Context: an optimization exercise on an open-source flow, tuned for small area and a short achievable clock period. The choices shown serve that exercise and are no tape-out recipe.
Only simulation tests tie the RTL to the original design; equivalence was not proved.
Power figures rest on the tool's default switching activity, not on a simulated workload.

`design/flow/config.mk`:
```
export PLATFORM = sky130hd
export DESIGN_NAME = mesh
export DESIGN_NICKNAME = mesh
export VERILOG_FILES = /design/flow/design.v
export SDC_FILE = /design/flow/constraint.sdc
export NUM_CORES = 4
export LEC_CHECK = 0
export CAP_MARGIN = 20
export CORE_MARGIN = 2
export CORE_UTILIZATION = 40
export PLACE_DENSITY = 0.6
export SLEW_MARGIN = 20
```
`design/flow/constraint.sdc`:
```
create_clock -name core_clock -period 7.0 [get_ports {clk}]
set_input_delay 1.4000 -clock core_clock [delete_from_list [all_inputs] [get_ports {clk}]]
set_output_delay 1.4000 -clock core_clock [all_outputs]
set_load 0.01 [all_outputs]
```
`design/flow/design.v`:
```
`timescale 1ns / 1ps
module MAC (
    input  wire [17:0] A,
    input  wire [17:0] B,
    input  wire [34:0] C,
    input  wire        SUBTRACT,
    output wire [34:0] P,
    output wire [34:0] PCOUT
    );
    wire signed [35:0] prod;
    assign prod = $signed(A) * $signed(B);
    assign P = SUBTRACT ? (C - prod[34:0]) : (C + prod[34:0]);
    assign PCOUT = P;
endmodule
`timescale 1ns / 1ps
module dly # (
    parameter integer DATA_WIDTH = 18,
    parameter integer CYC_DLY = 1
)
(
    input wire clk,
    input wire rstn,
    input wire [DATA_WIDTH-1:0] din,
    output wire [DATA_WIDTH-1:0] dout
    );
    reg [DATA_WIDTH-1:0] dlys [CYC_DLY-1:0];
    always @ (posedge clk)
    begin
        if(1'b0 == rstn)
        begin
            dlys[0][DATA_WIDTH-1:0] <= {DATA_WIDTH{1'b0}};
        end
        else
        begin
            dlys[0][DATA_WIDTH-1:0] <= din[DATA_WIDTH-1:0];
        end
    end
    genvar i;
    generate
    for(i = 1; i < CYC_DLY; i = i + 1)
    begin
        always @ (posedge clk)
        begin
            if(1'b0 == rstn)
            begin
                dlys[i][DATA_WIDTH-1:0] <= {DATA_WIDTH{1'b0}};
            end
            else
            begin
                dlys[i][DATA_WIDTH-1:0] <= dlys[i-1][DATA_WIDTH-1:0];
            end
        end
    end
    endgenerate
    assign dout = dlys[CYC_DLY-1][DATA_WIDTH-1:0];
endmodule
`timescale 1ns / 1ps
module node(
    input wire clk,
    input wire rstn,
    input wire subtract,
    input wire [17:0] ain,   
    input wire [17:0] bin,   
    input wire csel,
    output wire [17:0] aout,
    output wire [17:0] res
    );
    reg [17:0] bufa;
    reg [17:0] bufb;
    assign aout = bufa;
    always @ (posedge clk)
    begin
        if(1'b0 == rstn)
        begin
            bufa <= 18'd0;
            bufb <= 18'd0;
        end
        else
        begin
            bufa <= ain;
            bufb <= bin;
        end
    end
    wire [34:0] p;
    reg [34:0] p_reg;
    wire [34:0] cmux;
    assign cmux = csel ? p_reg[34:0] : 34'd0;
    MAC dspcore (
        .A(bufa),
        .B(bufb),
        .C(cmux[34:0]),
        .SUBTRACT(subtract),
        .P(p),
        .PCOUT()
    );
    always @ (posedge clk)
    begin
        p_reg <= p;
    end
    assign res = p_reg[34:17];
endmodule
`timescale 1ns / 1ps
module mesh # (
    parameter integer IDX_WIDTH_FOR_NODES = 3,
    parameter integer NUM_NODES = 2 ** IDX_WIDTH_FOR_NODES
)
(
    input clk,
    input rstn,
    input [17:0] init,   
    input [1:0] asel,   
    input [NUM_NODES-1:0] csels,   
    input [IDX_WIDTH_FOR_NODES-1:0] ressel,   
    input [1:0] dinsel,   
    input [18*NUM_NODES-1:0] mbram_dout,   
    input [17:0] vbram0_dout,   
    input [17:0] vbram1_dout,   
    output [17:0] vbram0_din,   
    output [17:0] vbram1_din    
    );
    wire [17:0] bdly [NUM_NODES-1:0];   
    assign bdly[0][17:0] = mbram_dout[17:0];   
    genvar i;
    generate
    for(i = 1; i < NUM_NODES; i = i + 1)
    begin
        dly # (
            .DATA_WIDTH(18),
            .CYC_DLY(i)
        ) dly_inst (
            .clk(clk),
            .rstn(rstn),
            .din(mbram_dout[18*i +: 18]),
            .dout(bdly[i][17:0])
        );
    end
    endgenerate
    wire [17:0] ress [NUM_NODES-1:0];   
    wire [17:0] aout2in [NUM_NODES:0];   
    wire [17:0] vbram_dout_selected;
    wire [17:0] ain_selected;
    assign vbram_dout_selected = asel[0] ? vbram1_dout[17:0] : vbram0_dout[17:0];
    assign ain_selected = asel[1] ? init[17:0] : vbram_dout_selected[17:0];
    assign aout2in[0][17:0] = ain_selected[17:0];   
    generate
    for(i = 0; i < NUM_NODES; i = i + 1)
    begin
        node node_in_mesh (
            .clk(clk),
            .rstn(rstn),
            .subtract(1'b0),
            .ain(aout2in[i][17:0]),
            .bin(bdly[i][17:0]),
            .csel(csels[i]),
            .aout(aout2in[i+1][17:0]),
            .res(ress[i][17:0])
        );
    end
    endgenerate
    reg [17:0] res_bufs [NUM_NODES-1:0];   
    generate
    for(i = 0; i < NUM_NODES; i = i + 1)
    begin
        always @ (posedge clk)
        begin
            res_bufs[i] <= ress[i][17:0];
        end
    end
    endgenerate
    reg [17:0] res_selected;   
    always @ (negedge clk)   
    begin
        res_selected <= res_bufs[ressel][17:0];
    end
    assign vbram0_din = dinsel[0] ? vbram1_dout : res_selected;
    assign vbram1_din = dinsel[1] ? vbram0_dout : res_selected;
endmodule
```
`design/flow/run.sh`:
```
#!/bin/bash
# synth_recipe.tcl (not shown) runs the flow's synth.tcl, then flattens the netlist and writes it again
# the make line also repeats each setting of config.mk as NAME=value (left out here)
make -C /OpenROAD-flow-scripts/flow DESIGN_CONFIG=/design/flow/config.mk WORK_HOME=/design/flow/orfs CLKGATE_MAP_FILE= SYNTH_SCRIPT=/design/flow/synth_recipe.tcl finish
```
==> run notes <==
All-Layer GR Usage 20.99%; TritonCTS clock tree done; most frequent cell after synthesis fa_1; sequential share of power 35.3%; RSZ-0062 raised after global routing false; Crit. End Element output port; register area share after synthesis 18.17%; synth warn 18; delay-heaviest family, CP buffers and inverters; crit path kind flip-flop to output port; Final setup viols 0; startpoint types flip-flop; Syn Std Cell Area 136000 µm²; MaxCap Viol Count 0; vias in the first global route 97171; syn avg cell area 9.975 µm²; # IOs 251; GPL Wtd Cong 0.9359; vias 89331; Clk Tree Root Cell clkbuf_16; wire per inst 18.69 µm; FP Rows 214; ranking of synthesized cells by area fa_1 42%, dfxtp_1 18%, and2_1 11%, ha_1 8.0%, inv_1 7.7%; synth cell count leaders 2840 x fa_1, 2792 x inv_1, 2284 x and2_1, 1377 x nand2_1, 1234 x dfxtp_1; share of cells above drive strength 1 7.017%; fin. max-slew vios 0; P_sw 7.668 mW; grt ovf 0; Switching Share 33.14%; worst path bufs/invs 1; fin util 44.98%; First-pass DRT Iterations 6; dominant synthesized flop cell dfxtp_1; Area Overhead vs Synth 12.12%; Relative slew margins 35.96%; max incr delay on CP 480 ps; Multi-input gate area 98800 µm²; initial antenna violation count 23; I/O Buffers 250; max reg flops 504; pwr dens 151.7 nW/µm²; FFs w/ async S/R, synth 0%; TritonCTS buffer count 154; Initial Util 40.12%; Vias per Instance 4.752; drt total wl 351400 µm; number of flops mapped to enable cells by yosys 0; register area 24770 µm²; largest net degree at the start of global routing 249; share of the synthesized area in the top cell type 41.81%; Gate power share 28.6%; global-route wire length before repair 565600 µm; DRC Markers 0; hold violation count in the final report 0; Die Area 344700 µm²; status timing/DRC/antenna clean; cell count after synthesis 13633; clock power share 36.2%; Pint 15.47 mW; Die Height 587.1 µm; #FFs+latches synth 1234; VDD IR-drop max 0.3482 mV; hold crit path type flip-flop to flip-flop; Pleak 78.65 nW; Clock Skew 115.0 ps; cts hold-fix bufs 0; r2r setup slk 200 ps; Max Root-Sink Buffers 4; cells along the critical path mux2_2 -> clkdlybuf4s50_1; hold_ws 294.4 ps; syn nets 17560; Max stage delay cell, worst path clkdlybuf4s50_1; core area 339000 µm²; CTS Sinks 1234; worst skew pair latency 900 ps; H-tree depth 4; Initial DRC Count 5310; Die W 587.1 µm; slew at the pin with the worst max-slew slack 933.9 ps; CP max FO 2; HPWL after DPL 293200 µm; WP data required 5600 ps; fin nets 18059; FILL cells 32603; Routed Antenna Nets 0; clock slew at reported path FFs 60 ps; synth unique cells 82; leading area contributor after synthesis fa_1; Arrival @ worst endpoint 5530 ps
==> final timing paths <==
path | from | endpoint | depth (start not counted)
setup / recovery | res_selected[10] | vbram1_din[10] | 2
hold / removal | genblk2[1].node_in_mesh.p_reg[32] | res_bufs[1][15] | 0
setup reg to reg | genblk2[1].node_in_mesh.bufa[14] | genblk2[1].node_in_mesh.p_reg[34] | 21
hold reg to reg | genblk2[1].node_in_mesh.p_reg[32] | res_bufs[1][15] | 0
==> power groups by stage <==
stage / sequential, mW / clock, mW / combinational, mW
3_3_place_gp: 8.31 / 0.0166 / 6.53
3_5_place_dp: 8.29 / 0.0166 / 6.60
2_1_floorplan: 7.93 / 0.0166 / 4.64
5_1_grt: 8.20 / 8.90 / 7.51
4_1_cts: 8.16 / 8.65 / 6.67
6_report: 8.16 / 8.37 / 6.61
==> kinds of logic after synthesis <==
group	after synthesis	share of synthesized area, %
buffers and inverters	3333	9.200
and+or+nand+nor	4223	16.50
xor gates and xnor gates	311	2.003
adders and majority gates	3712	49.83
muxes	82	0.6854
AOI/OAI and AO/OA	738	3.616
DFF	1234	18.17
==> layout by cell type (no fill, tap or decap), types with 46 or more instances in the layout <==
cell	instances
nand3_1	52
clkbuf_16	157
a21oi_1	196
o21bai_1	46
nand2b_1	62
ha_1	872
xor2_1	64
and2_1	2284
dfxtp_1	1186
fa_1	2840
dfxtp_2	47
buf_4	593
nor2b_1	135
xnor2_1	247
o21ai_0	124
clkdlybuf4s50_1	246
inv_1	2811
a21o_1	101
nand2_1	1377
nor2_1	191
==> metal layers <==
metal / global-route usage (%) / share of wire, % / vias to the layer above
met5: 0 / 0.0063 / -
met4: 5.407 / 2.9 / 4
met3: 3.331 / 6.0 / 395
met2: 33.20 / 45 / 2143
met1: 29.97 / 46 / 45712
li1: - / - / 41077
==> repair_timing <==
| item | 4_1_cts | 5_1_grt |
|---|---|---|
| resized for setup | 4 | 49 |
| setup buffers | 0 | 1 |
| cloned | 0 | 0 |
| endpoints found under the setup margin | 6 | 29 |
| pin swaps | 0 | 3 |
==> metrics by stage <==
| stage | instance area, µm² | power [mW] | setup WS (ps) | cells | setup TNS, ps |
|---|---|---|---|---|---|
| 6_report | 152500 | 23.13 | 68.08 | 18799 | 0 |
| 5_1_grt | 152500 | 24.60 | 0.3890 | 18789 | 0 |
| 2_1_floorplan | 136000 | 12.59 | 370.9 | 13633 | 0 |
| 3_3_place_gp | 147100 | 14.86 | -114.2 | 18494 | -481.4 |
| 3_5_place_dp | 147100 | 14.91 | -116.7 | 18494 | -649.7 |
| 4_1_cts | 152400 | 23.48 | 44.89 | 18786 | 0 |
==> cell type report <==
type	count	area share (%)
diodes	12	0.01969
repair buffers	867	4.869
well taps	4536	3.722
flip-flops and latches	1234	16.24
inverters	2791	6.871
multi-input cells	9066	64.79
clock buffers	191	2.772
clock inverters	102	0.7106
